This design comes from an exercise in tuning for small area on the open sky130 flow, not from production work.
Function was checked by simulation only, so behaviour that the tests miss may differ from the original.
No activity file was given, so power comes from the tool's default toggle rates.

== job 4053 ==
## pipelined_complex_mult
module pipelined_complex_mult (
    input clk,                    
    input rst,                    
    input signed [7:0] a,         
    input signed [7:0] b,         
    input signed [7:0] c,         
    input signed [7:0] d,         
    output reg signed [16:0] real_out,  
    output reg signed [16:0] imag_out   
);
reg [7:0] a1, b1, c1, d1, a2, b2, c2, d2, c3, d3;
reg [7:0] a3, b3;
reg v1, v2;
always @(posedge clk, posedge rst)
begin
    if (rst) begin
        v1 <= 1'b0;
        v2 <= 1'b0;
        a3 <= 8'd0;
        b3 <= 8'd0;
    end else begin
        v1 <= 1'b1;
        v2 <= v1;
        a3 <= a2 & {8{v2}};
        b3 <= b2 & {8{v2}};
    end
end
always @(posedge clk)
begin
    a1 <= a; b1 <= b; c1 <= c; d1 <= d;
    a2 <= a1; b2 <= b1; c2 <= c1; d2 <= d1;
    c3 <= c2; d3 <= d2;
end
wire re_p1 = ~(a3[0] & c3[0]);
wire re_p2 = ~(a3[0] & c3[1]);
wire re_p3 = ~(a3[0] & c3[2]);
wire re_p4 = ~(a3[0] & c3[3]);
wire re_p5 = ~(a3[0] & c3[4]);
  ...
Settings: LEC_CHECK=0, CAP_MARGIN=20, CORE_MARGIN=2, CORE_UTILIZATION=40, SLEW_MARGIN=20; clock period 5.0 ns.
standard.sh (not shown) runs the stock make flow with config.mk's settings and CLKGATE_MAP_FILE= SYNTH_SCRIPT=/design/flow/synth_recipe.tcl, a recipe that flattens the netlist after the stock synthesis.
==> flow/flow/run.sh <==
#!/bin/bash
# The standard layout (standard.sh) with these changes:
#  - buffer_ports puts the smallest buffer, sky130_fd_sc_hd__buf_1, on every
#    input and output port instead of the cell it picks by default;
#  - clock tree synthesis arguments as set below (CTS_ARGS), if any.
# Each tool's full output is in the logs standard.sh writes under orfs/logs;
# this script's own output goes to run.log.
set -e
cd "$(dirname "$0")/.."
export BUFFER_PORTS_ARGS="-buffer_cell sky130_fd_sc_hd__buf_1"
export CTS_ARGS="-sink_clustering_enable -repair_clock_nets -dont_use_dummy_load -buf_list sky130_fd_sc_hd__clkbuf_8 -sink_clustering_size 30 -sink_clustering_max_diameter 150"
bash standard.sh > run.log 2>&1
==> flow/flow/ff.json <==
{"SYNTH_HIERARCHICAL": 1, "GPL_TIMING_DRIVEN": 0, "CTS_BUF_LIST": ["sky130_fd_sc_hd__clkbuf_8"]}
diff inputs: job 4053 => job 5981
Settings: CTS_BUF_LIST now sky130_fd_sc_hd__clkbuf_8, previously not set; SYNTH_HIERARCHICAL now 1, previously not set; GPL_TIMING_DRIVEN now 0, previously not set.
==> flow/flow/run.sh <==
#!/bin/bash
# The standard layout (standard.sh) with one change: the buffers that
# buffer_ports puts on every input and output port are the smallest buffer,
# sky130_fd_sc_hd__buf_1, instead of the cell it picks by default.
# Each tool's full output is in the logs standard.sh writes under orfs/logs;
# this script's own output goes to run.log.
set -e
cd "$(dirname "$0")/.."
export BUFFER_PORTS_ARGS="-buffer_cell sky130_fd_sc_hd__buf_1"
bash standard.sh > run.log 2>&1
removed: flow/flow/ff.json
Cmp job 5981 and job 4053 / worst-margin pin slew / higher: job 4053
The clock transition at the registers of the reported paths of job 5981 exceeds that of job 4053 by 20 ps.
Lower worst setup slack among job 5981 and job 4053: job 4053
Job 5981: effective utilization at floorplan is 0.27 points higher than what job 4053 reported.
The following lists how job 2744 was set up differently from job 5981:
Settings: a deleted SYNTH_HIERARCHICAL that had been 1; a deleted CTS_BUF_LIST that had been sky130_fd_sc_hd__clkbuf_8; a deleted GPL_TIMING_DRIVEN that had been 0.
==> flow/flow/run.sh <==
#!/bin/bash
# The standard layout (standard.sh) with these changes:
#  - buffer_ports puts the smallest buffer, sky130_fd_sc_hd__buf_1, on every
#    input and output port instead of the cell it picks by default;
#  - clock tree synthesis arguments as set below (CTS_ARGS), if any.
# Each tool's full output is in the logs standard.sh writes under orfs/logs;
# this script's own output goes to run.log.
set -e
cd "$(dirname "$0")/.."
export BUFFER_PORTS_ARGS="-buffer_cell sky130_fd_sc_hd__buf_1"
export CTS_ARGS="-sink_clustering_enable -repair_clock_nets -dont_use_dummy_load -buf_list sky130_fd_sc_hd__clkbuf_8"
bash standard.sh > run.log 2>&1
==> flow/flow/ff.json (new file) <==
{"SYNTH_HIERARCHICAL": 1, "GPL_TIMING_DRIVEN": 0, "CTS_BUF_LIST": ["sky130_fd_sc_hd__clkbuf_8"]}
--- outcome ---
What job 2744 reported for global-route wire length before repair has to be multiplied by 0.927 to get the figure for job 5981. Job 5981 has lower post-synthesis cell count than job 2744. Lower final critical-path share of the clock period goes to job 5981 over job 2744. Summary of the comparison: utilization is higher in job 2744, relative to job 5981. For worst hold-check slack, job 2744 and job 5981 come out practically identical.


run A:
Starting RTL as in the previous note.
export LEC_CHECK = 0
export CAP_MARGIN = 20
export CORE_MARGIN = 2
export CORE_UTILIZATION = 40
export CTS_BUF_LIST = sky130_fd_sc_hd__clkbuf_8
export GPL_TIMING_DRIVEN = 0
export SLEW_MARGIN = 20
export SYNTH_HIERARCHICAL = 1
create_clock -name core_clock -period 5.0 [get_ports {clk}]
run.sh (not shown) runs the stock make flow with config.mk's settings and CLKGATE_MAP_FILE= SYNTH_SCRIPT=/design/flow/synth_recipe.tcl, a recipe that flattens the netlist after the stock synthesis.
Stock flow here: none of the scripts above is used.
No stage failed in run A, and the final checks on the layout all came back clean.
For run B, these inputs were changed with respect to run A:
==> flow/flow/run.sh (new file) <==
#!/bin/bash
# The standard layout (standard.sh) with these changes:
#  - buffer_ports puts the smallest buffer, sky130_fd_sc_hd__buf_1, on every
#    input and output port instead of the cell it picks by default;
#  - clock tree synthesis arguments as set below (CTS_ARGS), if any.
# Each tool's full output is in the logs standard.sh writes under orfs/logs;
# this script's own output goes to run.log.
set -e
cd "$(dirname "$0")/.."
export BUFFER_PORTS_ARGS="-buffer_cell sky130_fd_sc_hd__buf_1"
export CTS_ARGS="-sink_clustering_enable -repair_clock_nets -dont_use_dummy_load -buf_list sky130_fd_sc_hd__clkbuf_8"
bash standard.sh > run.log 2>&1
==> flow/standard.sh (new file) <==
#!/bin/bash
# synth_recipe.tcl (not shown) runs the flow's synth.tcl, then flattens the netlist and writes it again
# the make line also repeats each setting of config.mk as NAME=value (left out here)
make -C /OpenROAD-flow-scripts/flow DESIGN_CONFIG=/design/flow/config.mk WORK_HOME=/design/flow/orfs CLKGATE_MAP_FILE= SYNTH_SCRIPT=/design/flow/synth_recipe.tcl "${@:-finish}"
removed: flow/run.sh
Findings:
Relative to run A, combinational-cell power consumption has gone down in run B.
| combinational group share of total power | run B vs run A | 1.0 points higher |
Of run B and run A, the run reporting the lower portion of total power attributed to the clock network was run B.
Compared with run A, run B shows switching fraction of total power higher by 0.35 points.
[inputs] run C vs run B
--- a/flow/flow/run.sh
+++ b/flow/flow/run.sh
@@ -10,3 +10,4 @@
 export BUFFER_PORTS_ARGS="-buffer_cell sky130_fd_sc_hd__buf_1"
 export CTS_ARGS="-sink_clustering_enable -repair_clock_nets -dont_use_dummy_load -buf_list sky130_fd_sc_hd__clkbuf_8"
+export REMOVE_ABC_BUFFERS=1
 bash standard.sh > run.log 2>&1
Findings:
A end point of the critical path of real_out[15] is what run B shows, while imag_out[15] belongs to run C. | die outline area | run C vs run B | ≈ equal |. In run C the critical path depth turned out 1 lower than in run B. Run C vs. run B: post-cts gate resize count increased by 16 relative to the old numbers; wire length has decreased.


Another version of the RTL of pipelined_complex_mult (not shown whole).
Size: about 68 I/O pins, ~9300 um^2 of cells after synthesis.
Design pipelined_complex_mult, start of the top module:
module pipelined_complex_mult (
    input clk,                    
    input rst,                    
    input signed [7:0] a,         
    input signed [7:0] b,         
    input signed [7:0] c,         
    input signed [7:0] d,         
    output reg signed [16:0] real_out,  
    output reg signed [16:0] imag_out   
);
reg [7:0] a1, b1, c1, d1, a2, b2, c2, d2;
reg [3:0] c3_one, c3_two, c3_neg, d3_one, d3_two, d3_neg;
reg [7:0] a3, b3;
reg v1, v2;
always @(posedge clk, posedge rst)
begin
    if (rst) begin
        v1 <= 1'b0;
        v2 <= 1'b0;
        a3 <= 8'd0;
        b3 <= 8'd0;
    end else begin
        v1 <= 1'b1;
        v2 <= v1;
        a3 <= a2 & {8{v2}};
        b3 <= b2 & {8{v2}};
    end
end
always @(posedge clk)
begin
    a1 <= a; b1 <= b; c1 <= c; d1 <= d;
    a2 <= a1; b2 <= b1; c2 <= c1; d2 <= d1;
    c3_one[0] <= c2[0] ^ 1'b0;
    c3_two[0] <= (c2[1] ^ c2[0]) & ~(c2[0] ^ 1'b0);
    c3_neg[0] <= c2[1];
    c3_one[1] <= c2[2] ^ c2[1];
    c3_two[1] <= (c2[3] ^ c2[2]) & ~(c2[2] ^ c2[1]);
    c3_neg[1] <= c2[3];
    c3_one[2] <= c2[4] ^ c2[3];
    c3_two[2] <= (c2[5] ^ c2[4]) & ~(c2[4] ^ c2[3]);
    c3_neg[2] <= c2[5];
    c3_one[3] <= c2[6] ^ c2[5];
    c3_two[3] <= (c2[7] ^ c2[6]) & ~(c2[6] ^ c2[5]);
    c3_neg[3] <= c2[7];
    d3_one[0] <= d2[0] ^ 1'b0;
    d3_two[0] <= (d2[1] ^ d2[0]) & ~(d2[0] ^ 1'b0);
    d3_neg[0] <= d2[1];
    d3_one[1] <= d2[2] ^ d2[1];
    d3_two[1] <= (d2[3] ^ d2[2]) & ~(d2[2] ^ d2[1]);
    d3_neg[1] <= d2[3];
    d3_one[2] <= d2[4] ^ d2[3];
    d3_two[2] <= (d2[5] ^ d2[4]) & ~(d2[4] ^ d2[3]);
    d3_neg[2] <= d2[5];
    d3_one[3] <= d2[6] ^ d2[5];
    d3_two[3] <= (d2[7] ^ d2[6]) & ~(d2[6] ^ d2[5]);
  ...
Settings: LEC_CHECK=0, CAP_MARGIN=20, CORE_MARGIN=2, CORE_UTILIZATION=40, CTS_BUF_LIST=sky130_fd_sc_hd__clkbuf_8, GPL_TIMING_DRIVEN=0, SLEW_MARGIN=20, SYNTH_HIERARCHICAL=1; clock period 5.0 ns.
standard.sh (not shown) runs the stock make flow with config.mk's settings and CLKGATE_MAP_FILE= SYNTH_SCRIPT=/design/flow/synth_recipe.tcl, a recipe that flattens the netlist after the stock synthesis.
==> flow/flow/run.sh <==
#!/bin/bash
# The standard layout (standard.sh) with these changes:
#  - buffer_ports puts the smallest buffer, sky130_fd_sc_hd__buf_1, on every
#    input and output port instead of the cell it picks by default;
#  - clock tree synthesis arguments as set below (CTS_ARGS), if any.
# Each tool's full output is in the logs standard.sh writes under orfs/logs;
# this script's own output goes to run.log.
set -e
cd "$(dirname "$0")/.."
export BUFFER_PORTS_ARGS="-buffer_cell sky130_fd_sc_hd__buf_1"
export CTS_ARGS="-sink_clustering_enable -repair_clock_nets -dont_use_dummy_load -buf_list sky130_fd_sc_hd__clkbuf_8 -sink_clustering_size 24 -sink_clustering_max_diameter 120"
export REMOVE_ABC_BUFFERS=1
bash standard.sh > run.log 2>&1
The starting point went through all stages and came out clean.
Rerun with:
--- a/flow/flow/run.sh
+++ b/flow/flow/run.sh
@@ -11 +11 @@
-export CTS_ARGS="-sink_clustering_enable -repair_clock_nets -dont_use_dummy_load -buf_list sky130_fd_sc_hd__clkbuf_8 -sink_clustering_size 24 -sink_clustering_max_diameter 120"
+export CTS_ARGS="-sink_clustering_enable -repair_clock_nets -dont_use_dummy_load -buf_list sky130_fd_sc_hd__clkbuf_8 -sink_clustering_size 16 -sink_clustering_max_diameter 120"
What happened:
- total power does not change
- combinational power stays flat
- via count does not change
- die area does not change
- synthesized area stays the same
- wire length is unchanged
- sequential share of layout area is unchanged
- setup slack stays the same
- synthesized cell count does not change
- global-route usage is unchanged
Rerun with:
--- a/flow/flow/run.sh
+++ b/flow/flow/run.sh
@@ -11 +11 @@
-export CTS_ARGS="-sink_clustering_enable -repair_clock_nets -dont_use_dummy_load -buf_list sky130_fd_sc_hd__clkbuf_8 -sink_clustering_size 16 -sink_clustering_max_diameter 120"
+export CTS_ARGS="-sink_clustering_enable -repair_clock_nets -dont_use_dummy_load -buf_list sky130_fd_sc_hd__clkbuf_8"
After rerunning:
- combinational power stays flat
- hold slack is unchanged
- non-clock buffer count stays the same
- die area is unchanged
- total power does not change
- first-iteration DRC count is unchanged
- critical path depth does not change
- sequential share of layout area does not change
- flip-flop and latch count does not change
- cell count stays the same

==> afterwards: timing with drivers on the ports <==
No port has a modelled driver above. Below, the same layouts with a new extraction and two added sets of constraints.
Step 1 sets driving cells, clkbuf_16 on the clock port and buf_2 on the other inputs (assumed; they add their load-dependent delay and slew).
Step 2, shift: input delay + t, output delay - t, t = (earliest + latest rising clock arrival at the registers) / 2. This alone moves slack from input paths to output paths.
a / b / c = ideal ports / drivers / drivers and shift; a / b = the first two.
run	t, ns	slack for setup (ns)	hold WS [ns]	worst setup path after step 2	worst register clock-pin slew, ns
job 4053	0.476	0.111 / 0.111 / 0.111	0.303 / 0.303 / 0.303	register to register	0.09 / 0.09
job 5981	0.512	0.171 / 0.171 / 0.171	0.301 / 0.301 / 0.301	register to register	0.11 / 0.11
job 2744	0.476	0.111 / 0.111 / 0.111	0.303 / 0.303 / 0.303	register to register	0.09 / 0.09
run A	0.495	0.162 / 0.162 / 0.162	0.311 / 0.311 / 0.311	register to register	0.10 / 0.10
run B	0.491	0.151 / 0.151 / 0.151	0.298 / 0.298 / 0.298	register to register	0.10 / 0.10
run C	0.493	0.149 / 0.149 / 0.149	0.316 / 0.316 / 0.316	register to register	0.09 / 0.09
the first run of note 3	0.480	0.176 / 0.176 / 0.176	0.308 / 0.308 / 0.308	register to register	0.10 / 0.10
the second run of note 3	0.480	0.176 / 0.176 / 0.176	0.308 / 0.308 / 0.308	register to register	0.10 / 0.10
the third run of note 3	0.480	0.176 / 0.176 / 0.176	0.308 / 0.308 / 0.308	register to register	0.10 / 0.10
After both steps every run listed still meets setup and hold.
